This is an optimization exercise on Yosys and OpenROAD, whose aim is small area and a short achievable clock period, not a production implementation.
In this exercise RTL edits were held to simulation tests only and were not proved equivalent to the original.

==> design.v <==
module comparator(a, b, gt, lt);
  input  [30:0] a, b;
  output gt, lt;
  wire [31:0] g0 = {1'b0, a & ~b};
  wire [31:0] l0 = {1'b0, ~a & b};
  wire [15:0] g1, l1;
  wire [7:0] g2, l2;
  wire [3:0] g3, l3;
  wire [1:0] g4, l4;
  genvar i;
  generate
    for (i = 0; i < 16; i = i + 1) begin : s1
      assign g1[i] = g0[2*i+1] | (~l0[2*i+1] & g0[2*i]);
      assign l1[i] = l0[2*i+1] | (~g0[2*i+1] & l0[2*i]);
    end
    for (i = 0; i < 8; i = i + 1) begin : s2
      assign g2[i] = g1[2*i+1] | (~l1[2*i+1] & g1[2*i]);
      assign l2[i] = l1[2*i+1] | (~g1[2*i+1] & l1[2*i]);
    end
    for (i = 0; i < 4; i = i + 1) begin : s3
      assign g3[i] = g2[2*i+1] | (~l2[2*i+1] & g2[2*i]);
      assign l3[i] = l2[2*i+1] | (~g2[2*i+1] & l2[2*i]);
    end
    for (i = 0; i < 2; i = i + 1) begin : s4
      assign g4[i] = g3[2*i+1] | (~l3[2*i+1] & g3[2*i]);
      assign l4[i] = l3[2*i+1] | (~g3[2*i+1] & l3[2*i]);
    end
  endgenerate
  assign gt = g4[1] | (~l4[1] & g4[0]);
  assign lt = l4[1] | (~g4[1] & l4[0]);
endmodule
module bk26(a, b, ci, s);
  input  [25:0] a, b;
  input  ci;
  output [25:0] s;
  wire [25:0] p = a ^ b;
  wire [25:0] g0 = a & b;
  wire gi0 = g0[0] | (p[0] & ci);
  wire G1 = g0[1] | (p[1] & gi0);
  wire G2 = g0[3] | (p[3] & g0[2]);
  wire P2 = p[3] & p[2];
  wire G3 = g0[5] | (p[5] & g0[4]);
  wire P3 = p[5] & p[4];
  wire G4 = g0[7] | (p[7] & g0[6]);
  wire P4 = p[7] & p[6];
  wire G5 = g0[9] | (p[9] & g0[8]);
  wire P5 = p[9] & p[8];
  wire G6 = g0[11] | (p[11] & g0[10]);
  wire P6 = p[11] & p[10];
  wire G7 = g0[13] | (p[13] & g0[12]);
  wire P7 = p[13] & p[12];
  wire G8 = g0[15] | (p[15] & g0[14]);
  wire P8 = p[15] & p[14];
  wire G9 = g0[17] | (p[17] & g0[16]);
  wire P9 = p[17] & p[16];
  wire G10 = g0[19] | (p[19] & g0[18]);
  wire P10 = p[19] & p[18];
  wire G11 = g0[21] | (p[21] & g0[20]);
  wire P11 = p[21] & p[20];
  wire G12 = g0[23] | (p[23] & g0[22]);
  wire P12 = p[23] & p[22];
  wire G13 = g0[25] | (p[25] & g0[24]);
  wire P13 = p[25] & p[24];
  wire G14 = G2 | (P2 & G1);
  wire G15 = G4 | (P4 & G3);
  wire P15 = P4 & P3;
  wire G16 = G6 | (P6 & G5);
  wire P16 = P6 & P5;
  wire G17 = G8 | (P8 & G7);
  wire P17 = P8 & P7;
  wire G18 = G10 | (P10 & G9);
  wire P18 = P10 & P9;
  wire G19 = G12 | (P12 & G11);
  wire P19 = P12 & P11;
  wire G20 = G15 | (P15 & G14);
  wire G21 = G17 | (P17 & G16);
  wire P21 = P17 & P16;
  wire G22 = G19 | (P19 & G18);
  wire P22 = P19 & P18;
  wire G23 = G21 | (P21 & G20);
  wire G24 = G22 | (P22 & G23);
  wire G25 = G16 | (P16 & G20);
  wire G26 = G18 | (P18 & G23);
  wire G27 = G3 | (P3 & G14);
  wire G28 = G5 | (P5 & G20);
  wire G29 = G7 | (P7 & G25);
  wire G30 = G9 | (P9 & G23);
  wire G31 = G11 | (P11 & G26);
  wire G32 = G13 | (P13 & G24);
  wire G33 = g0[2] | (p[2] & G1);
  wire G34 = g0[4] | (p[4] & G14);
  wire G35 = g0[6] | (p[6] & G27);
  wire G36 = g0[8] | (p[8] & G20);
  wire G37 = g0[10] | (p[10] & G28);
  wire G38 = g0[12] | (p[12] & G25);
  wire G39 = g0[14] | (p[14] & G29);
  wire G40 = g0[16] | (p[16] & G23);
  wire G41 = g0[18] | (p[18] & G30);
  wire G42 = g0[20] | (p[20] & G26);
  wire G43 = g0[22] | (p[22] & G31);
  wire G44 = g0[24] | (p[24] & G24);
  assign s = p ^ {G44, G24, G43, G31, G42, G26, G41, G30, G40, G23, G39, G29, G38, G25, G37, G28, G36, G20, G35, G27, G34, G14, G33, G1, gi0, ci};
endmodule
module bk25(a, b, ci, s);
  input  [24:0] a, b;
  input  ci;
  output [24:0] s;
  wire [24:0] p = a ^ b;
  wire [24:0] g0 = a & b;
  wire gi0 = g0[0] | (p[0] & ci);
  wire G1 = g0[1] | (p[1] & gi0);
  wire G2 = g0[3] | (p[3] & g0[2]);
  wire P2 = p[3] & p[2];
  wire G3 = g0[5] | (p[5] & g0[4]);
  wire P3 = p[5] & p[4];
  wire G4 = g0[7] | (p[7] & g0[6]);
  wire P4 = p[7] & p[6];
  wire G5 = g0[9] | (p[9] & g0[8]);
  wire P5 = p[9] & p[8];
  wire G6 = g0[11] | (p[11] & g0[10]);
  wire P6 = p[11] & p[10];
  wire G7 = g0[13] | (p[13] & g0[12]);
  wire P7 = p[13] & p[12];
  wire G8 = g0[15] | (p[15] & g0[14]);
  wire P8 = p[15] & p[14];
  wire G9 = g0[17] | (p[17] & g0[16]);
  wire P9 = p[17] & p[16];
  wire G10 = g0[19] | (p[19] & g0[18]);
  wire P10 = p[19] & p[18];
  wire G11 = g0[21] | (p[21] & g0[20]);
  wire P11 = p[21] & p[20];
  wire G12 = g0[23] | (p[23] & g0[22]);
  wire P12 = p[23] & p[22];
  wire G13 = G2 | (P2 & G1);
  wire G14 = G4 | (P4 & G3);
  wire P14 = P4 & P3;
  wire G15 = G6 | (P6 & G5);
  wire P15 = P6 & P5;
  wire G16 = G8 | (P8 & G7);
  wire P16 = P8 & P7;
  wire G17 = G10 | (P10 & G9);
  wire P17 = P10 & P9;
  wire G18 = G12 | (P12 & G11);
  wire P18 = P12 & P11;
  wire G19 = G14 | (P14 & G13);
  wire G20 = G16 | (P16 & G15);
  wire P20 = P16 & P15;
  wire G21 = G18 | (P18 & G17);
  wire P21 = P18 & P17;
  wire G22 = G20 | (P20 & G19);
  wire G23 = G21 | (P21 & G22);
  wire G24 = G15 | (P15 & G19);
  wire G25 = G17 | (P17 & G22);
  wire G26 = G3 | (P3 & G13);
  wire G27 = G5 | (P5 & G19);
  wire G28 = G7 | (P7 & G24);
  wire G29 = G9 | (P9 & G22);
  wire G30 = G11 | (P11 & G25);
  wire G31 = g0[2] | (p[2] & G1);
  wire G32 = g0[4] | (p[4] & G13);
  wire G33 = g0[6] | (p[6] & G26);
  wire G34 = g0[8] | (p[8] & G19);
  wire G35 = g0[10] | (p[10] & G27);
  wire G36 = g0[12] | (p[12] & G24);
  wire G37 = g0[14] | (p[14] & G28);
  wire G38 = g0[16] | (p[16] & G22);
  wire G39 = g0[18] | (p[18] & G29);
  wire G40 = g0[20] | (p[20] & G25);
  wire G41 = g0[22] | (p[22] & G30);
  wire G42 = g0[24] | (p[24] & G23);
  assign s = p ^ {G23, G41, G30, G40, G25, G39, G29, G38, G22, G37, G28, G36, G24, G35, G27, G34, G19, G33, G26, G32, G13, G31, G1, gi0, ci};
endmodule
module fpadder3(a, b, sub, agtb, altb, r);
  input  [31:0] a, b;
  input  sub;           
  input  agtb, altb;    
  output [31:0] r;
  wire [30:0] big = altb ? b[30:0] : a[30:0];
  wire [30:0] sml = altb ? a[30:0] : b[30:0];
  wire [7:0] eb = big[30:23];
  wire [7:0] d = eb - sml[30:23];
  wire [23:0] s5 = {1'b1, big[22:0]};
  wire [23:0] s3 = {1'b1, sml[22:0]} - {23'b0, sub};
  wire [23:0] sh = (d > 8'd23) ? 24'b0 : (s3 >> d[4:0]);
  wire [23:0] t = sh ^ {24{sub}};
  wire [24:0] cy;
  wire [24:0] sum;
  assign cy[0] = 1'b0;
  genvar i;
  generate for (i = 0; i < 24; i = i + 1) begin : rca
    assign sum[i] = s5[i] ^ t[i] ^ cy[i];
    assign cy[i+1] = (s5[i] & t[i]) | (s5[i] & cy[i]) | (t[i] & cy[i]);
  end endgenerate
  assign sum[24] = cy[24];
  wire eqe = (a[30:23] == b[30:23]);
  wire shr = ~sub & sum[24];
  wire shl = sub & ~sum[23];
  wire dec = shl & ~(eqe & altb);
  wire [7:0] e = eb + {{7{dec}}, dec | shr};
  wire [22:0] m = shr ? sum[23:1] : (shl ? {sum[21:0], 1'b0} : sum[22:0]);
  wire s = sub ? (agtb ? a[31] : b[31]) : a[31];
  assign r = {s, e, m};
endmodule
module srt4_sel(y, k, p2, p1, n2, n1);
  input  [6:0] y;
  input  [2:0] k;
  output p2, p1, n2, n1;
  reg [5:0] m2;
  always @* case (k)
    3'd0: m2 = 6'd12;
    3'd1: m2 = 6'd14;
    3'd2: m2 = 6'd15;
    3'd3: m2 = 6'd16;
    3'd4: m2 = 6'd18;
    3'd5: m2 = 6'd20;
    3'd6: m2 = 6'd20;
    default: m2 = 6'd24;
  endcase
  wire [5:0] m1 = k[2] ? 6'd6 : 6'd4;
  wire s = y[6];
  wire [5:0] m = y[5:0] ^ {6{s}};
  wire ge2 = s ? (m > m2) : (m >= m2);
  wire ge1 = s ? (m > m1) : (m >= m1);
  assign p2 = ~s & ge2;
  assign p1 = ~s & ge1 & ~ge2;
  assign n2 = s & ge2;
  assign n1 = s & ge1 & ~ge2;
endmodule
module md_next(s, m, hot, k, q);
  input  [26:0] s, m;
  input  hot;
  input  [2:0] k;
  output [3:0] q;             
  wire [6:0] y = s[24:18] + m[23:17];
  srt4_sel sel(y, k, q[3], q[2], q[1], q[0]);
endmodule
module booth_dig(y2, y1, y0, q);
  input  y2, y1, y0;
  output [3:0] q;
  assign q[3] = y2 & ~y1 & ~y0;             
  assign q[2] = y2 & (y1 ^ y0);             
  assign q[1] = ~y2 & y1 & y0;              
  assign q[0] = ~y2 & (y1 ^ y0);            
endmodule
module md_ops(isdiv, xm, bm, o1, o2);
  input  isdiv;
  input  [22:0] xm, bm;       
  output [26:0] o1, o2;
  wire [23:0] d = {1'b1, bm};
  wire [23:0] x = {1'b1, xm};
  genvar p;
  generate for (p = 0; p < 27; p = p + 1) begin : col
    wire d1 = (p <= 23) ? d[(p <= 23) ? p : 0] : 1'b0;
    wire d2 = (p >= 1 && p <= 24) ? d[(p >= 1 && p <= 24) ? p - 1 : 0] : 1'b0;
    wire x1 = (p >= 3) ? x[(p >= 3) ? 26 - p : 0] : 1'b0;
    wire x2 = (p >= 2 && p <= 25) ? x[(p >= 2 && p <= 25) ? 25 - p : 0] : 1'b0;
    assign o1[p] = isdiv ? d1 : x1;
    assign o2[p] = isdiv ? d2 : x2;
  end endgenerate
endmodule
module md_bvec(isdiv, m, hot, bv);
  input  isdiv;
  input  [26:0] m;
  input  hot;
  output [26:0] bv;
  genvar p;
  generate for (p = 0; p < 27; p = p + 1) begin : col
    if (p == 2)
      assign bv[p] = isdiv ? hot : m[1];
    else if (p >= 3)
      assign bv[p] = isdiv ? m[(p >= 3) ? p - 3 : 0] : m[(p >= 3) ? p - 1 : 0];
    else
      assign bv[p] = 1'b0;
  end endgenerate
endmodule
module md_row #(parameter FIRST = 0, parameter CONST26 = 0)
  (s, bv, x, isdiv, o1, o2, q, s_o, m_o, hot_o);
  input  [26:0] s, bv;
  input  [24:0] x;            
  input  isdiv;
  input  [26:0] o1, o2;
  input  [3:0] q;             
  output [26:0] s_o, m_o;
  output hot_o;
  wire [26:0] a, b, c;
  genvar p;
  generate for (p = 0; p < 27; p = p + 1) begin : col
    wire sel = (q[2] & ~o1[p]) | (q[3] & ~o2[p]) | (q[0] & o1[p]) | (q[1] & o2[p]);
    if (FIRST) begin : f
      assign a[p] = (p <= 24) ? (isdiv & x[(p <= 24) ? p : 0]) : 1'b0;
      assign b[p] = (p == 1) ? ~isdiv : 1'b0;
    end else begin : r
      assign a[p] = (p >= 2) ? s[(p >= 2) ? p - 2 : 0] : 1'b0;
      assign b[p] = bv[p];
    end
    if (p == 0)
      assign c[p] = isdiv ? sel : (CONST26 != 0);
    else if (p == 1)
      assign c[p] = isdiv ? sel : ~(q[3] | q[2]);
    else
      assign c[p] = sel;
  end endgenerate
  assign s_o = a ^ b ^ c;
  assign m_o = (a & b) | (a & c) | (b & c);
  assign hot_o = q[3] | q[2];
endmodule
module md_rows #(parameter J0 = 0, parameter K = 1)
  (s_i, bv_i, q_i, x, isdiv, o1, o2, k, y, s_o, bv_o, q_o, m_o, hot_o, p, n, ls, lc);
  input  [26:0] s_i, bv_i;
  input  [3:0] q_i;
  input  [24:0] x;
  input  isdiv;
  input  [26:0] o1, o2;
  input  [2:0] k;
  input  [25:0] y;
  output [26:0] s_o, bv_o, m_o;
  output [3:0] q_o;
  output hot_o;
  output [2*K-1:0] p, n, ls, lc;
  wire [26:0] s_r [0:K];
  wire [26:0] b_r [0:K];
  wire [26:0] m_r [1:K];
  wire [K:1] h_r;
  wire [3:0] q_r [0:K];
  assign s_r[0] = s_i;
  assign b_r[0] = bv_i;
  assign q_r[0] = q_i;
  genvar i;
  generate for (i = 0; i < K; i = i + 1) begin : row
    localparam J = J0 + i + 1;      
    md_row #(.FIRST(J0 + i == 0), .CONST26(J0 + i <= 10)) r(s_r[i], b_r[i], x, isdiv, o1, o2, q_r[i],
      s_r[i+1], m_r[i+1], h_r[i+1]);
    md_bvec bvn(isdiv, m_r[i+1], h_r[i+1], b_r[i+1]);
    wire [3:0] qd, qb;
    md_next nx(s_r[i+1], m_r[i+1], h_r[i+1], k, qd);
    booth_dig bd(J > 12 ? 1'b0 : y[J > 12 ? 0 : 2*J+1], J > 12 ? 1'b0 : y[J > 12 ? 0 : 2*J], y[J > 12 ? 0 : 2*J-1], qb);
    assign q_r[i+1] = isdiv ? qd : qb;
    assign p[2*K-1-2*i] = qd[3];
    assign p[2*K-2-2*i] = qd[2];
    assign n[2*K-1-2*i] = qd[1];
    assign n[2*K-2-2*i] = qd[0];
    assign ls[2*i]   = s_r[i+1][26];
    assign ls[2*i+1] = s_r[i+1][25];
    assign lc[2*i]   = h_r[i+1];
    assign lc[2*i+1] = m_r[i+1][26];
  end endgenerate
  assign s_o = s_r[K];
  assign bv_o = b_r[K];
  assign q_o = q_r[K];
  assign m_o = m_r[K];
  assign hot_o = h_r[K];
endmodule
module md_first(xm, k, q);
  input  [22:0] xm;
  input  [2:0] k;
  output [3:0] q;
  srt4_sel sel({4'b0001, xm[22:20]}, k, q[3], q[2], q[1], q[0]);
endmodule
module div_final(s, m, hot, bm, P, N, e, sg, z);
  input  [26:0] s, m;
  input  hot;
  input  [22:0] bm;
  input  [26:1] P, N;
  input  [7:0] e;       
  input  sg;
  output [31:0] z;
  wire [23:0] d = {1'b1, bm};
  wire [24:0] ws = s[24:0];
  wire [24:0] wc = {m[23:0], hot};
  wire [3:0] v = ws[24:21] + wc[24:21];
  wire qp = ~v[3];
  wire qn = v[3] & (v[2:0] <= 3'd5);
  wire [24:0] a = {ws[23:0], 1'b0};
  wire [24:0] b = {wc[23:0], 1'b0};
  wire [24:0] d1 = {1'b0, d};
  wire [24:0] c2 = ({25{qp}} & ~d1) | ({25{qn}} & d1);
  wire [24:0] ws2 = a ^ b ^ c2;
  wire [24:0] wc2 = {((a[23:0] & b[23:0]) | (a[23:0] & c2[23:0]) | (b[23:0] & c2[23:0])), qp};
  wire [24:0] w;
  bk25 u_w(ws2, wc2, 1'b0, w);
  wire neg = w[24];
  wire [25:0] q;
  bk26 u_q({P[25:1], qp}, ~{N[25:1], qn}, ~neg, q);
  wire [22:0] mt;
  genvar i;
  generate for (i = 0; i < 23; i = i + 1) begin : mb
    assign mt[i] = q[0] ? q[23-i] : q[24-i];
  end endgenerate
  assign z = {sg, e - {7'b0, q[0]}, mt};
endmodule
module mul_final #(parameter K = 2) (s, m, ls, lc, c, e, sg, r);
  input  [26:0] s, m;
  input  [2*K-1:0] ls, lc;
  input  c;
  input  [7:0] e;       
  input  sg;
  output [31:0] r;
  wire [21:0] hs, hc;
  genvar k;
  generate for (k = 2; k < 24; k = k + 1) begin : acc
    assign hs[k-2] = s[26-k];
    assign hc[k-2] = m[27-k];
  end endgenerate
  wire [21+2*K:0] f;
  bk26 u_f({hs, ls}, {hc, lc}, c, f);    
  wire top = f[21+2*K];
  wire [7:0] e1 = top ? e + 8'd1 : e;
  wire [22:0] mt = top ? f[20+2*K:2*K-2] : f[19+2*K:2*K-3];
  assign r = {sg, e1, mt};
endmodule
module top_module(final_out,clk,reset,load,select,qnan,snan,negzero,poszero,neginfinity,posinfinity,overflow,underflow,a,b);
  input [31:0] a,b;
  output [31:0] final_out;
  input clk,reset,load;
  input [1:0] select;
  output qnan,snan,negzero,poszero,neginfinity,posinfinity,overflow,underflow;
  localparam K1 = 4;             
  localparam K3 = 2;             
  localparam K2 = 13 - K1 - K3;  
  wire isdiv1 = &select;
  wire [26:0] o1a, o2a;
  md_ops ops1(isdiv1, a[22:0], b[22:0], o1a, o2a);
  wire [3:0] qf, qb0;
  md_first mf(a[22:0], b[22:20], qf);
  booth_dig bd0(b[1], b[0], 1'b0, qb0);
  wire [26:0] s1, bv1, m1;
  wire h1;
  wire [3:0] q1;
  wire [2*K1-1:0] p1, n1, ls1, lc1;
  md_rows #(0, K1) rows1(27'b0, 27'b0, isdiv1 ? qf : qb0, {2'b01, a[22:0]}, isdiv1, o1a, o2a, b[22:20],
    {3'b001, b[22:0]}, s1, bv1, q1, m1, h1, p1, n1, ls1, lc1);
  wire [2*K1-1:0] pn1_p = isdiv1 ? {qf[3:2], p1[2*K1-1:2]} : ls1;
  wire [2*K1-1:0] pn1_n = isdiv1 ? {qf[1:0], n1[2*K1-1:2]} : lc1;
  reg [31:0] ra, rb;
  reg [1:0] rsel;
  reg rdiv;
  always @(posedge clk)
    if (reset) begin
      ra <= 0; rb <= 0; rsel <= 0; rdiv <= 0;
    end else if (load) begin
      ra <= a; rb <= b; rsel <= select; rdiv <= isdiv1;
    end
  reg [26:0] rs, rm;
  reg rh;
  reg [2*K1-1:0] rP, rN;
  always @(posedge clk)
    if (load) begin
      rs <= s1; rm <= m1; rh <= h1; rP <= pn1_p; rN <= pn1_n;
    end
  wire agtb, altb;
  comparator u_cmp(ra[30:0], rb[30:0], agtb, altb);
  wire [31:0] addsub;
  fpadder3 u_as(ra, rb, rsel[0], agtb, altb, addsub);
  wire isdiv2 = rdiv;
  wire [26:0] o1b, o2b;
  md_ops ops2(isdiv2, ra[22:0], rb[22:0], o1b, o2b);
  wire [26:0] s2, bv2, m2;
  wire h2;
  wire [3:0] q2;
  wire [2*K2-1:0] p2, n2, ls2, lc2;
  wire [3:0] rqd, rqb, rq;
  wire [26:0] rbv;
  md_next nx2(rs, rm, rh, rb[22:20], rqd);
  booth_dig bd2(rb[2*K1+1], rb[2*K1], rb[2*K1-1], rqb);
  assign rq = isdiv2 ? rqd : rqb;
  md_bvec bvc2(isdiv2, rm, rh, rbv);
  md_rows #(K1, K2) rows2(rs, rbv, rq, 25'b0, isdiv2, o1b, o2b, rb[22:20],
    {3'b001, rb[22:0]}, s2, bv2, q2, m2, h2, p2, n2, ls2, lc2);
  wire [2*(K1+K2)-1:0] lsv = {ls2, rP};
  wire [2*(K1+K2)-1:0] lcv = {lc2, rN};
  wire [2*(K1+K2):0] lcy;
  assign lcy[0] = 1'b0;
  genvar i;
  generate for (i = 0; i < 2*(K1+K2); i = i + 1) begin : lowc
    assign lcy[i+1] = (lsv[i] & lcv[i]) | (lsv[i] & lcy[i]) | (lcv[i] & lcy[i]);
  end endgenerate
  wire [2*(K1+K2)-1:0] pn2_p = isdiv2 ? {rP, rqd[3:2], p2[2*K2-1:2]} : {{(2*(K1+K2)-1){1'b0}}, lcy[2*(K1+K2)]};
  wire [2*(K1+K2)-1:0] pn2_n = {rN, rqd[1:0], n2[2*K2-1:2]};
  wire [7:0] ed = ra[30:23] - rb[30:23] + 8'd127;
  wire [7:0] em = ra[30:23] + rb[30:23] - 8'd127;
  wire [31:0] other = rsel[1] ? (rsel[0] ? {ra[31] ^ rb[31], ed, rb[22:0]} : {ra[31] ^ rb[31], em, ra[22:0]}) : addsub;
  wire za = ra[22:0] == 23'b0, zb = rb[22:0] == 23'b0;
  wire e0a = ra[30:23] == 8'd0, e0b = rb[30:23] == 8'd0;
  wire e1a = ra[30:23] == 8'd1, e1b = rb[30:23] == 8'd1;
  wire o_pz = (za & ~ra[31]) | (zb & ~rb[31]);
  wire o_sn = (e1a & ~ra[22]) | (e1b & ~rb[22]);
  wire o_qn = (e1a & ra[22]) | (e1b & rb[22]);
  wire o_nz = (za & e0a & ra[31]) | (zb & e0b & rb[31]);
  wire o_ni = (ra[31] & e1a & za) | (rb[31] & e1b & zb);
  reg [31:0] r_other;
  reg r_div, r_mul, r_v;
  reg [26:0] r_s, r_bv;
  reg [3:0] r_q;
  reg [2*(K1+K2)-1:0] r_P, r_N;
  reg [4:0] r_of;
  always @(posedge clk)
    if (reset) begin
      r_other <= 0; r_div <= 0; r_mul <= 0; r_v <= 0;
    end else begin
      r_other <= other; r_div <= &rsel; r_mul <= rsel[1] & ~rsel[0]; r_v <= 1'b1;
    end
  always @(posedge clk) begin
    r_s <= s2; r_bv <= bv2; r_q <= q2; r_P <= pn2_p; r_N <= pn2_n;
    r_of <= {o_pz, o_sn, o_qn, o_nz, o_ni};
  end
  wire [26:0] o1c, o2c;
  md_ops ops3(r_div, r_other[22:0], r_other[22:0], o1c, o2c);
  wire [26:0] s3, bv3, m3;
  wire h3;
  wire [3:0] q3;
  wire [2*K3-1:0] p3, n3, ls3, lc3;
  md_rows #(13-K3, K3) rows3(r_s, r_bv, r_q, 25'b0, r_div, o1c, o2c, r_other[22:20],
    {3'b001, 23'b0}, s3, bv3, q3, m3, h3, p3, n3, ls3, lc3);
  wire [31:0] z, zm;
  div_final u_dfin(s3, m3, h3, r_other[22:0], {r_P, r_q[3:2], p3[2*K3-1:2]}, {r_N, r_q[1:0], n3[2*K3-1:2]},
    r_other[30:23], r_other[31], z);
  mul_final #(K3) u_mfin(s3, m3, ls3, lc3, r_P[0], r_other[30:23], r_other[31], zm);
  wire [31:0] result = r_div ? z : (r_mul ? zm : r_other);
  wire [22:0] fm = result[22:0];
  wire [7:0] fe = result[30:23];
  wire fs = result[31];
  wire mz = fm == 23'b0;
  wire e0 = fe == 8'd0, e1 = fe == 8'd1;
  assign final_out = result;
  assign poszero     = r_v & (r_of[4] | (mz & e0 & ~fs));
  assign posinfinity = r_v & (~fs & e1 & mz);
  assign snan        = r_v & (r_of[3] | (e1 & mz));
  assign qnan        = r_v & (r_of[2] | (e1 & (fm == 23'd1)));
  assign negzero     = r_v & (r_of[1] | (mz & e0 & fs));
  assign neginfinity = r_v & r_of[0];
  assign overflow    = r_v & (fe == 8'h80);
  assign underflow   = r_v & (fe == 8'h82);
endmodule
==> run.sh <==
#!/bin/bash
# synth_recipe.tcl (not shown) runs the flow's synth.tcl, then flattens the netlist and writes it again
# the make line also repeats each setting of config.mk as NAME=value (left out here)
make -C /OpenROAD-flow-scripts/flow DESIGN_CONFIG=/design/flow/config.mk WORK_HOME=/design/flow/orfs CLKGATE_MAP_FILE= SYNTH_SCRIPT=/design/flow/synth_recipe.tcl finish
==> config.mk <==
export PLATFORM = sky130hd
export DESIGN_NAME = top_module
export DESIGN_NICKNAME = top_module
export VERILOG_FILES = /design/flow/design.v
export SDC_FILE = /design/flow/constraint.sdc
export NUM_CORES = 4
export LEC_CHECK = 0
export ABC_AREA = 1
export CAP_MARGIN = 20
export CORE_MARGIN = 2
export CORE_UTILIZATION = 55
export SLEW_MARGIN = 60
==> constraint.sdc <==
create_clock -name core_clock -period 110.0 [get_ports {clk}]
set_input_delay 22.0000 -clock core_clock [delete_from_list [all_inputs] [get_ports {clk}]]
set_output_delay 22.0000 -clock core_clock [all_outputs]
set_load 0.01 [all_outputs]
==> key figures, run 1 <==
Timing
  – Fin crit share: 0.363
  – Max Freq: between 0.02 and 0.03 GHz
  – Slew Limit Fails: 0
  – Slew margin rel.: 0.550
  – Worst slew pin tran: roughly 0.67 ns
  – Final Hold Viols: 0
  – RSZ-0062 raised after global routing: no
  – # setup viols final: 0
  – Final TNS setup: 0 ns
  – Final Skew: ~0.058 ns
  – Post-route minimum period: about 40 ns

Placement
  – Placed Area: roughly 46000 um2
  – Post-DP HPWL: roughly 140000 um
  – PortBufs: ~110
  – Final Wtd Congestion: 1.08

Worst setup path
  – Slowest-stage cell, CP: fa_1
  – Buf/Inv on CP: 14
  – Crit path launch type: flip-flop
  – CP delay by family, top: simple AND/OR/NAND/NOR gates
  – Max stage delay on crit path: about 0.64 ns
  – WS Path Type: reg2out
  – Worst setup EP type: primary output
  – Crit-path max FO: 46
  – Arrival @ worst endpoint: 17.88 ns
  – Most used cell, CP: nand2_1
  – CP Data Required Time: 88.00 ns

Global routing
  – GR Layer Usage met3: 0.106
  – Initial antenna violation count: 4
  – Global-route wire length before repair: 265000 um
  – Gr usage total: 0.427
  – GR Util met1: 0.574
  – Global routing's busiest layer: met2
  – Grt total ovfl: 0
  – Pin count of the biggest net entering global routing: 142
  – Vias in the first global route: 42400
  – GR Util met2: 0.625

Layout
  – Layout cells sized above 1: 0.0586
  – Post-layout util: 0.593
  – Commonest non-fill, non-tap cell in the layout: nand2_1
  – Final instance area: 46700 um2
  – # fillers: ~7700
  – Syn-to-layout area delta: 7.19%
  – Commonest cells after routing, fill and taps aside: 1201 x nand2_1, 925 x inv_1, 646 x o21ai_0
  – Nets: slightly below 7000

Min path
  – Hold Path Class: reg2reg

Yosys
  – Syn avg cell area: 6.95 um2
  – Sequential-to-total area share from yosys stat: 0.138
  – Simple-gate area share of the yosys netlist: 0.186
  – Synth Register Bits: 267
  – Syn nets: approximately 7000
  – Synth top area cells: fa_1 18%, nand2_1 11%, dfxtp_1 9.2%, ha_1 8.4%, inv_1 8.2%
  – Post-synth EDFFs: 66
  – Mux contribution to synthesized area: 0.00460
  – Synthesized cell area: 43600 um2
  – Compound-Gate Fraction of Synth Area: 0.252
  – Post-Synthesis Cells: approximately 6300
  – Yosys warnings: 5
  – Async SR Flop Fraction: 0
  – Post-synthesis xor/xnor area fraction: 0.0406
  – Post-Synth Adder-Cell Area: 0.261
  – Largest family of logic cells by synthesized area: adder cells
  – Post-synthesis cell type count: 79
  – Share of the synthesized area in the top cell type: 0.177
  – Commonest register cell after synthesis: dfxtp_1
  – Synth area leader: fa_1

CTS
  – Clock Root Buffer: clkbuf_16
  – PostCTS Resize Cnt: 0
  – Clock transition at path regs: roughly 0.070 ns
  – Post-CTS setup buffers: 0
  – Hold Buf Count CTS: 0
  – CTS buffer count: 31
  – Worst-skew pair later-pin latency: 0.64 ns
  – Worst-case clock buffer depth: 3
  – TritonCTS clock tree: yes
  – # H-tree levels: 1
  – Sink Count: about 270

Routing
  – Routed vias: 45900
  – DR DRC count: 0
  – DR iter-0 viols: about 6400
  – Routed len/inst: roughly 25 um
  – Routed WL: about 180000 um
  – Vias/cell: ~6.4
  – Drt pass-1 iters: 7
  – Post-DRT Antenna Nets: 0

Floorplan
  – Die height: 285 um
  – Die X: roughly 290 um
  – Initial Util: 0.553
  – Site Rows: a little over 100
  – Die Area: 81500 um2
  – CORE AREA: a little under 80000 um2
  – I/O pins: about 110

Run
  – Maxcap violations: 0

Run status
  – Outcome: timing/DRC/antenna clean
## area by class of cell
type | instances | area [um2] | area share
diodes | 1 | 2.50 | 0.0000536
clock buffers | 41 | 855 | 0.0183
clock inverters | 17 | 156 | 0.00335
inverters | 996 | 3750 | 0.0804
multi-input cells | 4661 | 32800 | 0.702
flip-flops and latches | 267 | 6020 | 0.129
well taps | 1050 | 1310 | 0.0281
repair buffers | 192 | 1790 | 0.0383
## flip-flops by register name (all words and copies together) (netlist names)
name,flops
r_s,25
u_mfin.c,1
rN,8
r_bv,25
rsel,2
rm,24
rb,32
rdiv,1
r_div,1
ra,32
r_P,19
rs,25
r_of,5
r_v,1
rP,8
rh,1
r_q,4
r_other,32
r_N,20
r_mul,1
## cells in the mapped netlist (13+ instances only)
master and count:
o2111ai_1 14, dfxtp_1 201, nor4_1 16, a21o_1 16, a31oi_1 23, nand4_1 36
o21ai_1 61, a221oi_1 163, xor2_1 137, o211ai_1 40, nand2_1 1221, inv_2 28
o21a_1 14, buf_2 19, fa_1 386, buf_1 29, xnor2_1 65, nand3_1 182
edfxtp_1 66, o21ai_0 675, nor3_1 61, inv_1 956, nor2_1 359, or2_2 27
a22oi_1 73, a21oi_1 344, o21ai_2 14, clkbuf_1 283, mux2i_1 20, o221ai_1 90
ha_1 292, and2_1 14, o22ai_1 195, o21bai_1 13
## path summary, 6_finish.rpt
path / from / endpoint / slack (ns) / cells past startpoint
worst min-delay path: rN[0] / r_N[14] / 0.39 / 0
worst max-delay path: r_div / posinfinity / 70.12 / 77
worst min register to register: rN[0] / r_N[14] / 0.39 / 0
worst max register to register: rs[18] / r_q[0] / 71.90 / 197
## worst register-to-register path: cells and delay by family, from the launching register on
kind / cells / cell delay [ns]
xor gates and xnor gates: 3 / 0.74
buffers and inverters: 29 / 4.34
DFF: 1 / 0.46
and+or+nand+nor: 83 / 13.33
AOI/OAI and AO/OA: 52 / 8.29
adders and majority gates: 30 / 10.93
## kinds of logic after synthesis
family | count (synthesis)
flip-flops | 267
AO/OA/AOI/OAI | 1799
multiplexers | 20
XOR/XNOR | 202
AND/OR/NAND/NOR | 1962
adder cells (fa/ha/maj) | 678
buffers and inverters | 1339
## layer usage
metal | part of all wire | wire [um]
met5 | 0.00015 | 27
met1 | 0.39 | 70400
met3 | 0.12 | 21900
met2 | 0.41 | 74200
met4 | 0.071 | 12700
## through the flow
stage	cells	setup WS, ns	hold slack (ns)
after floorplan	6267	72.68	0.348
after global placement	7160	69.18	0.362
after detailed placement	7163	69.76	0.369
after CTS	7221	70.34	0.383
after global routing	7224	68.89	0.383
final	7225	70.12	0.385
==> inputs of run 2 (changes only) <==
--- a/config.mk
+++ b/config.mk
@@ -9,4 +9,4 @@
 export CAP_MARGIN = 20
 export CORE_MARGIN = 2
-export CORE_UTILIZATION = 55
+export CORE_UTILIZATION = 65
 export SLEW_MARGIN = 60
==> key figures, run 2 <==
Run status
  – Outcome: timing/DRC/antenna clean

Timing
  – Final worst slack: 69.62 ns (-0.497 ns)
  – Final TNS setup: 0 ns (unchanged)
  – RSZ-0062 raised after global routing: no
  – Worst slew pin tran: 0.671 ns (+0.000309 ns)
  – Final Hold Viols: 0 (unchanged)
  – Final Skew: 0.0314 ns (-0.0268 ns)
  – Slew margin rel.: 0.548 (-0.00193)
  – Max Freq: 0.0248 GHz (-1.2%)
  – Slew Limit Fails: 0 (unchanged)
  – Fin crit share: 0.367 (+0.00452)
  – Post-route minimum period: 40.38 ns (+0.497 ns)
  – # setup viols final: 0 (unchanged)

Worst setup path
  – Most used cell, CP: nand2_1
  – Arrival @ worst endpoint: 18.38 ns (+0.50 ns)
  – Max stage delay on crit path: 0.58 ns (-0.06 ns)
  – WS Path Type: reg2out
  – Worst Reg2Reg Path Length in Cells: 201 (+2.0%)
  – Slowest-stage cell, CP: buf_4
  – Crit-path max FO: 76 (+65%)
  – Crit path launch type: flip-flop
  – Worst setup EP type: primary output
  – CP Data Required Time: 88.00 ns (about the same)

Yosys
  – Syn avg cell area: 6.95 um2 (unchanged)
  – Sequential-to-total area share from yosys stat: 0.138 (unchanged)
  – Count leader, synth: nand2_1
  – Synthesized cell area: 43600 um2 (unchanged)
  – Post-synthesis cell type count: 79 (unchanged)
  – Post-synth EDFFs: 66 (unchanged)
  – Yosys warnings: 5 (unchanged)
  – Synth area leader: fa_1
  – Async SR Flop Fraction: 0 (unchanged)
  – Post-Synthesis Cells: 6267 (unchanged)
  – Syn nets: 7014 (unchanged)
  – Share of the synthesized area in the top cell type: 0.177 (unchanged)
  – Commonest register cell after synthesis: dfxtp_1
  – Synth top area cells: fa_1 18%, nand2_1 11%, dfxtp_1 9.2%, ha_1 8.4%, inv_1 8.2%
  – Synth Register Bits: 267 (unchanged)
  – Commonest cells post-synth: 1221 x nand2_1, 956 x inv_1, 675 x o21ai_0

Placement
  – Dpl cells: 6974 (-2.6%)
  – Worst slack, placed: 69.51 ns (-0.248 ns)
  – PortBufs: 108 (unchanged)
  – Placed Area: 45200 um2 (-0.55%)
  – Post-DP HPWL: 138000 um (-4.1%)
  – Final Wtd Congestion: 1.11 (+2.9%)

Layout
  – Finished Layout Cells: 7036 (-2.6%)
  – Layout cells sized above 1: 0.0609 (+0.00231)
  – Final instance area: 46600 um2 (-0.27%)
  – Commonest cells after routing, fill and taps aside: 1200 x nand2_1, 923 x inv_1, 635 x o21ai_0
  – # fillers: 5566 (-28%)
  – Syn-to-layout area delta: 6.90%
  – Commonest non-fill, non-tap cell in the layout: nand2_1
  – Nets: 6892 (-0.058%)
  – Largest regs: r_other x32, ra x32, rb x32

Floorplan
  – Die height: 263 um (-7.9%)
  – Initial Util: 0.659 (+0.106)
  – Die Area: 69100 um2 (-15%)
  – I/O pins: 109 (unchanged)
  – Die X: 263 um (-7.9%)
  – Site Rows: 94 (-8.7%)
  – CORE AREA: 66100 um2 (-16%)

CTS
  – Clock Root Buffer: clkbuf_16
  – PostCTS Resize Cnt: 0 (unchanged)
  – Worst-skew pair later-pin latency: 0.63 ns (about the same)
  – TritonCTS clock tree: yes
  – # H-tree levels: 1 (unchanged)
  – Sink Count: 267 (unchanged)
  – Hold Buf Count CTS: 0 (unchanged)
  – Post-CTS setup buffers: 0 (unchanged)
  – Worst-case clock buffer depth: 3 (unchanged)
  – CTS buffer count: 31 (unchanged)
  – Clock transition at path regs: 0.06 ns (about the same)

Routing
  – Routed WL: 177000 um (-1.0%)
  – DR DRC count: 0 (unchanged)
  – Routed vias: 47700 (+3.9%)
  – Routed len/inst: 25.2 um (+1.7%)
  – DR iter-0 viols: 8474 (+32%)
  – Vias/cell: 6.78 (+6.7%)
  – Post-DRT Antenna Nets: 0 (unchanged)
  – Drt pass-1 iters: 13 (+6)

Run
  – Maxcap violations: 0 (unchanged)

Global routing
  – Grt total ovfl: 0 (unchanged)
  – Gr usage total: 0.497 (+0.0706)
  – Pin count of the biggest net entering global routing: 102 (-28%)
  – Vias in the first global route: 44200 (+4.3%)
  – Initial antenna violation count: 6 (+2)
  – Global-route wire length before repair: 265000 um (+0.16%)

Min path
  – Hold path depth: 0 (unchanged)
  – Hold Path Class: reg2reg
## run 2: cell counts after synthesis
Identical to the previous run, type by type.
## run 2: layout make-up
type | instances | area (um2) | share of cell area
multi-input cells | 4661 | 32800 | 0.705
diodes | 2 | 5.00 | 0.000107
flip-flops and latches | 267 | 6020 | 0.129
clock buffers | 42 | 905 | 0.0194
repair buffers | 188 | 1750 | 0.0377
clock inverters | 16 | 234 | 0.00502
well taps | 864 | 1080 | 0.0232
inverters | 996 | 3750 | 0.0806
## run 2: stage by stage
stage	utilization	hold WS [ns]
floorplan	-	0.348
global placement	0.680	0.380
detailed placement	0.685	0.389
CTS	0.702	0.426
global route	0.704	0.439
finish	0.704	0.429
## run 2: worst paths after layout
kind	startpoint	to	slack, ns
worst max-delay path	r_div	posinfinity	69.62
worst min-delay path	rN[5]	r_N[19]	0.43
worst max register to register	rs[18]	r_q[2]	70.34
worst min register to register	rN[5]	r_N[19]	0.43
## run 2: kinds of logic (layout without fill, tap and decap cells)
logic type,count (synthesis),in the layout,synth area share
buffers and inverters,1339,1242,0.118
multiplexers,20,20,0.00460
other,0,2,0
XOR/XNOR,202,202,0.0406
flip-flops,267,267,0.138
AO/OA/AOI/OAI,1799,1799,0.252
AND/OR/NAND/NOR,1962,1962,0.186
adder cells (fa/ha/maj),678,678,0.261
## run 2: worst max-delay path: cells and delay by family (launching register included)
kind,cells,cell delay (ns)
DFF,1,0.31
buffers and inverters,13,3.07
and+or+nand+nor,30,5.13
xor gates and xnor gates,2,0.44
adders and majority gates,11,3.89
AOI/OAI and AO/OA,23,4.83
## run 2: routing by layer
| metal | track usage | wire, um | share of wire | vias up |
|---|---|---|---|---|
| met1 | 0.636 | 63300 | 0.36 | 22000 |
| met3 | 0.168 | 26900 | 0.15 | 975 |
| met4 | 0.331 | 15600 | 0.088 | 8 |
| met2 | 0.712 | 71400 | 0.40 | 3868 |
| li1 | - | - | - | 20900 |
| met5 | 0.00762 | 173 | 0.00097 | - |
==> inputs of run 3 (changes only) <==
--- a/config.mk
+++ b/config.mk
@@ -9,4 +9,4 @@
 export CAP_MARGIN = 20
 export CORE_MARGIN = 2
-export CORE_UTILIZATION = 65
+export CORE_UTILIZATION = 60
 export SLEW_MARGIN = 60
==> key figures, run 3 <==
Run status
  – Outcome: timing/DRC/antenna clean

Timing
  – Max Freq: 0.0249 GHz (+0.63%)
  – Slew margin rel.: 0.541 (-0.00749)
  – Worst Hold Slack: 0.403 ns (-0.0259 ns)
  – Final worst slack: 69.87 ns (+0.254 ns)
  – Worst slew pin tran: 0.685 ns (+0.0137 ns)
  – Final TNS setup: 0 ns (unchanged)
  – Slew Limit Fails: 0 (unchanged)
  – Final Hold Viols: 0 (unchanged)
  – Final Skew: 0.0589 ns (+0.0275 ns)
  – RSZ-0062 raised after global routing: no
  – Fin crit share: 0.365 (-0.00231)
  – # setup viols final: 0 (unchanged)
  – Post-route minimum period: 40.13 ns (-0.254 ns)

Yosys
  – Synth Register Bits: 267 (unchanged)
  – Yosys warnings: 5 (unchanged)
  – Synth area leader: fa_1
  – Commonest register cell after synthesis: dfxtp_1
  – Commonest cells post-synth: 1221 x nand2_1, 956 x inv_1, 675 x o21ai_0
  – Sequential-to-total area share from yosys stat: 0.138 (unchanged)
  – Async SR Flop Fraction: 0 (unchanged)
  – Post-Synthesis Cells: 6267 (unchanged)
  – Syn avg cell area: 6.95 um2 (unchanged)
  – Synth top area cells: fa_1 18%, nand2_1 11%, dfxtp_1 9.2%, ha_1 8.4%, inv_1 8.2%
  – Synthesized cell area: 43600 um2 (unchanged)
  – Simple-gate area share of the yosys netlist: 0.186 (unchanged)
  – Count leader, synth: nand2_1
  – Mux contribution to synthesized area: 0.00460 (unchanged)
  – Compound-Gate Fraction of Synth Area: 0.252 (unchanged)
  – Post-Synth Adder-Cell Area: 0.261 (unchanged)
  – Post-synthesis cell type count: 79 (unchanged)
  – Largest family of logic cells by synthesized area: adder cells
  – Post-synth EDFFs: 66 (unchanged)
  – Syn nets: 7014 (unchanged)
  – Share of the synthesized area in the top cell type: 0.177 (unchanged)
  – Post-synthesis xor/xnor area fraction: 0.0406 (unchanged)

CTS
  – Worst-case clock buffer depth: 3 (unchanged)
  – CTS buffer count: 30 (-3.2%)
  – # H-tree levels: 1 (unchanged)
  – TritonCTS clock tree: yes
  – Clock Root Buffer: clkbuf_16
  – Worst-skew pair later-pin latency: 0.63 ns (about the same)
  – Sink Count: 267 (unchanged)
  – PostCTS Resize Cnt: 0 (unchanged)
  – Hold Buf Count CTS: 0 (unchanged)
  – Clock transition at path regs: 0.06 ns (about the same)
  – Post-CTS setup buffers: 0 (unchanged)

Layout
  – Layout cells sized above 1: 0.0594 (-0.00152)
  – Largest regs: r_other x32, ra x32, rb x32
  – Final instance area: 46600 um2 (about the same)
  – Commonest cells after routing, fill and taps aside: 1202 x nand2_1, 920 x inv_1, 641 x o21ai_0
  – Post-layout util: 0.649 (-0.0553)
  – Finished Layout Cells: 7114 (+1.1%)
  – Syn-to-layout area delta: 6.91% (about the same)
  – Commonest non-fill, non-tap cell in the layout: nand2_1
  – Nets: 6883 (-0.13%)

Worst setup path
  – CP Data Required Time: 110.36 ns (+22.36 ns)
  – CP delay by family, top: simple AND/OR/NAND/NOR gates
  – Max stage delay on crit path: 0.71 ns (+0.13 ns)
  – Crit path launch type: primary input
  – Worst setup EP type: flip-flop
  – Arrival @ worst endpoint: 40.48 ns (+22.10 ns)
  – Crit-path max FO: 24 (-68%)
  – Buf/Inv on CP: 15 (+2)
  – Slowest-stage cell, CP: clkdlybuf4s50_1
  – WS Path Type: in2reg
  – Most used cell, CP: nand2_1

Global routing
  – Grt total ovfl: 0 (unchanged)
  – Gr usage total: 0.456 (-0.0410)
  – Vias in the first global route: 42800 (-3.3%)
  – Initial antenna violation count: 3 (-3)
  – Pin count of the biggest net entering global routing: 106 (+3.9%)
  – Global-route wire length before repair: 259000 um (-2.3%)

Routing
  – Routed len/inst: 24.7 um (-1.9%)
  – DR iter-0 viols: 7360 (-13%)
  – Routed WL: 176000 um (-0.79%)
  – DR DRC count: 0 (unchanged)
  – Routed vias: 46500 (-2.5%)
  – Vias/cell: 6.54 (-3.6%)
  – Drt pass-1 iters: 8 (-5)
  – Post-DRT Antenna Nets: 0 (unchanged)

Min path
  – Hold Path Class: reg2reg

Placement
  – Placed Area: 45300 um2 (+0.15%)
  – Final Wtd Congestion: 1.11 (-0.46%)
  – Worst slack, placed: 69.65 ns (+0.138 ns)
  – PortBufs: 108 (unchanged)
  – Dpl cells: 7049 (+1.1%)
  – Post-DP HPWL: 138000 um (+0.46%)

Floorplan
  – CORE AREA: 71700 um2 (+8.5%)
  – Die Area: 74800 um2 (+8.2%)
  – Site Rows: 98 (+4.3%)
  – I/O pins: 109 (unchanged)
  – Die height: 273 um (+4.0%)
  – Die X: 273 um (+4.0%)
  – Initial Util: 0.607 (-0.0518)

Run
  – Maxcap violations: 0 (unchanged)
==> run 3: path summary, 6_finish.rpt <==
kind	cells past startpoint	slack [ns]	start	endpoint
worst max register to register	202	70.58	rs[18]	r_q[0]
worst min-delay path	0	0.40	rN[2]	r_N[16]
worst max-delay path	93	69.87	b[22]	rP[6]
worst min register to register	0	0.40	rN[2]	r_N[16]
==> run 3: cell families (layout without fill, tap and decap cells) <==
kind of cell / Yosys count / in the layout
buffers and inverters: 1339 / 1232
AND/OR/NAND/NOR: 1962 / 1962
flip-flops: 267 / 267
multiplexers: 20 / 20
other: 0 / 4
adder cells (fa/ha/maj): 678 / 678
XOR/XNOR: 202 / 202
AO/OA/AOI/OAI: 1799 / 1799
==> run 3: layout make-up <==
cell class                      instances  area, um2
Tap cell                              950       1190
Multi-Input combinational cell       4661      32800
Inverter                              996       3750
Fill cell                            6583      25200
Timing Repair Buffer                  180       1710
Antenna cell                            4       10.0
Clock buffer                           39        846
Sequential cell                       267       6020
Clock inverter                         17        225
==> run 3: metal layers <==
metal / up-vias / track usage / share of wire
met5: - / 0 / 0
met4: 0 / 0.281 / 0.076
met3: 736 / 0.138 / 0.14
met2: 3356 / 0.658 / 0.41
met1: 21500 / 0.598 / 0.38
li1: 20900 / - / -
==> inputs of run 4 (changes only) <==
--- a/config.mk
+++ b/config.mk
@@ -9,4 +9,5 @@
 export CAP_MARGIN = 20
 export CORE_MARGIN = 2
-export CORE_UTILIZATION = 60
+export CORE_UTILIZATION = 40
+export CTS_BUF_LIST = sky130_fd_sc_hd__clkbuf_8
 export SLEW_MARGIN = 60
==> key figures, run 4 <==
Placement
  – PortBufs: 108 (unchanged)
  – Final Wtd Congestion: 1.03 (-7.3%)
  – Placed Area: 46000 um2 (+1.5%)
  – Worst slack, placed: 68.97 ns (-0.677 ns)
  – Post-DP HPWL: 149000 um (+7.7%)

Layout
  – Layout cells sized above 1: 0.0632 (+0.00378)
  – Post-layout util: 0.437 (-0.212)
  – Largest regs: r_other x32, ra x32, rb x32
  – Final instance area: 47400 um2 (+1.7%)
  – Commonest non-fill, non-tap cell in the layout: nand2_1
  – Syn-to-layout area delta: 8.75%
  – Nets: 6924 (+0.60%)
  – Commonest cells after routing, fill and taps aside: 1208 x nand2_1, 931 x inv_1, 650 x o21ai_0

Yosys
  – Post-synth EDFFs: 66 (unchanged)
  – Commonest register cell after synthesis: dfxtp_1
  – Sequential-to-total area share from yosys stat: 0.138 (unchanged)
  – Async SR Flop Fraction: 0 (unchanged)
  – Share of the synthesized area in the top cell type: 0.177 (unchanged)
  – Synthesized cell area: 43600 um2 (unchanged)
  – Synth Register Bits: 267 (unchanged)
  – Syn nets: 7014 (unchanged)
  – Yosys warnings: 5 (unchanged)
  – Count leader, synth: nand2_1
  – Synth top area cells: fa_1 18%, nand2_1 11%, dfxtp_1 9.2%, ha_1 8.4%, inv_1 8.2%
  – Post-Synthesis Cells: 6267 (unchanged)
  – Post-synthesis cell type count: 79 (unchanged)
  – Synth area leader: fa_1
  – Syn avg cell area: 6.95 um2 (unchanged)
  – Commonest cells post-synth: 1221 x nand2_1, 956 x inv_1, 675 x o21ai_0

Routing
  – Vias/cell: 5.99 (-8.4%)
  – Drt pass-1 iters: 8 (unchanged)
  – Routed WL: 186000 um (+5.7%)
  – DR iter-0 viols: 5507 (-25%)
  – Met2 WL: 81700 um (+14%)
  – Met3 WL: 17100 um (-31%)
  – Routed vias: 45700 (-1.7%)
  – DRT met1 WL: 75200 um (+13%)
  – Post-DRT Antenna Nets: 0 (unchanged)
  – Routed len/inst: 24.4 um (-1.5%)
  – Top routing layer used: met5
  – DR DRC count: 0 (unchanged)

Global routing
  – Grt total ovfl: 0 (unchanged)
  – Vias in the first global route: 43300 (+1.3%)
  – Initial antenna violation count: 3 (unchanged)
  – Global-route wire length before repair: 277000 um (+6.9%)
  – Pin count of the biggest net entering global routing: 93 (-12%)
  – Gr usage total: 0.326 (-0.131)

CTS
  – Worst-case clock buffer depth: 3 (unchanged)
  – TritonCTS clock tree: yes
  – Clock transition at path regs: 0.06 ns (about the same)
  – Hold Buf Count CTS: 0 (unchanged)
  – CTS buffer count: 51 (+70%)
  – Sink Count: 267 (unchanged)
  – PostCTS Resize Cnt: 0 (unchanged)
  – Worst-skew pair later-pin latency: 0.71 ns (+0.08 ns)
  – Post-CTS setup buffers: 0 (unchanged)
  – # H-tree levels: 2 (+1)
  – Clock Root Buffer: clkbuf_8

Timing
  – Final Hold Viols: 0 (unchanged)
  – Final TNS setup: 0 ns (unchanged)
  – Max Freq: 0.0248 GHz (-0.46%)
  – Slew Limit Fails: 0 (unchanged)
  – RSZ-0062 raised after global routing: no
  – Post-route minimum period: 40.31 ns (+0.187 ns)
  – Worst Hold Slack: 0.397 ns (-0.00599 ns)
  – Slew margin rel.: 0.574 (+0.0337)
  – # setup viols final: 0 (unchanged)
  – Final worst slack: 69.69 ns (-0.187 ns)
  – Fin crit share: 0.366 (+0.00170)
  – Worst slew pin tran: 0.638 ns (-0.0467 ns)
  – Final Skew: 0.101 ns (+0.0419 ns)

Worst setup path
  – R2r setup slk: 70.96 ns (+0.38 ns)
  – Beginning of the worst register-to-register path: rs[18]
  – CP Data Required Time: 110.38 ns (+0.02 ns)
  – Arrival @ worst endpoint: 40.70 ns (+0.22 ns)
  – Worst Reg2Reg Path Length in Cells: 204 (+0.99%)
  – WS Path Type: in2reg
  – Crit-path max FO: 24 (unchanged)
  – Slowest-stage cell, CP: clkdlybuf4s50_1
  – Reg2reg end: r_q[2]
  – Max stage delay on crit path: 0.68 ns (-0.03 ns)
  – Most used cell, CP: nand2_1
  – Worst setup EP type: flip-flop
  – Crit path launch type: primary input

Min path
  – Hold Path Class: reg2reg
  – Hold Path Sink: r_N[14]
  – Hold path depth: 0 (unchanged)
  – Hold path startpoint: rN[0]

Floorplan
  – Die X: 334 um (+22%)
  – I/O pins: 109 (unchanged)
  – Die height: 334 um (+22%)
  – Die Area: 112000 um2 (+49%)
  – Site Rows: 121 (+23%)
  – Initial Util: 0.402 (-0.205)
  – CORE AREA: 108000 um2 (+51%)

Run
  – Maxcap violations: 0 (unchanged)

Run status
  – Outcome: timing/DRC/antenna clean
==> run 4: cell count changes in the layout (fill, tap and decap cells not counted), moves of 9 or more <==
cell,before,now
o21ai_0,641,650
clkbuf_8,7,62
inv_1,920,931
clkbuf_16,31,0
buf_4,56,75
o21ai_2,44,34
==> run 4: per-stage QoR <==
| stage | cells |
|---|---|
| after floorplan | 6267 |
| after global placement | 7533 |
| after detailed placement | 7537 |
| after CTS | 7632 |
| after global routing | 7634 |
| final | 7638 |
==> run 4: kinds of logic after synthesis <==
family / after synthesis / share of synthesized area
xor gates and xnor gates: 202 / 0.0406
adders and majority gates: 678 / 0.261
muxes: 20 / 0.00460
DFF: 267 / 0.138
buffers and inverters: 1339 / 0.118
AOI/OAI and AO/OA: 1799 / 0.252
and+or+nand+nor: 1962 / 0.186
==> run 4: how the worst max path moves through the flow <==
stage | from | to | slack [ns] | cells past startpoint
final | b[22] | rs[10] | 69.69 | 93
after global routing | rs[18] | r_q[2] | 67.93 | 204
after CTS | b[22] | rP[6] | 69.68 | 93
after detailed placement | b[22] | rP[6] | 68.97 | 93
after global placement | b[22] | rs[10] | 68.10 | 90
after floorplan | b[21] | rP[7] | 72.68 | 102
==> run 4: cell type report <==
class	count	area (um2)
antenna	5	12.5
clock buffer	60	826
clock inverter	35	404
fill	11300	61000
inverter	996	3750
multi-input combinational	4661	32700
sequential	267	6020
tap	1414	1770
timing repair buffer	200	1860
==> run 4: per-layer routing <==
layer | vias to the layer above | track usage
met2 | 2420 | 0.511
met3 | 513 | 0.0638
met4 | 2 | 0.184
li1 | 21000 | -
met5 | - | 0
met1 | 21800 | 0.418
==> run 4: worst max-delay path: cells and delay by family <==
family / cells / cell delay [ns]
compound gates: 28 / 4.89
xor+xnor: 3 / 0.61
fa+ha+maj: 13 / 4.36
buf+inv: 16 / 3.09
simple gates: 33 / 5.63

## re-timing with driven ports
No port has a modelled driver above. Below, the same layouts with a new extraction and two added sets of constraints.
Step 1 assumes that a clkbuf_16 drives the clock port and a buf_2 every other input.
Step 2 also shifts input and output timing later by t, the mid clock arrival at the registers, as if the neighbouring blocks saw the same clock.
Slacks: ideal / step 1 / step 2; pairs: ideal / step 1.
run | shift t [ns] | setup WS [ns] | worst hold slack (ns) | worst data-port slew with drivers (ns)
run 1 | 0.676 | 70.118 / 70.047 / 69.723 | 0.385 / 0.385 / 0.385 | 0.07
run 2 | 0.689 | 69.620 / 69.549 / 69.350 | 0.429 / 0.429 / 0.429 | 0.07
run 3 | 0.662 | 69.875 / 69.913 / 69.251 | 0.403 / 0.403 / 0.403 | 0.06
run 4 | 0.732 | 69.688 / 69.738 / 69.007 | 0.397 / 0.397 / 0.397 | 0.05
After both steps setup and hold are still met in every run listed. For run 4, which loses most, drivers alone change the setup slack by +0.050 ns; drivers and shift together by -0.681 ns.
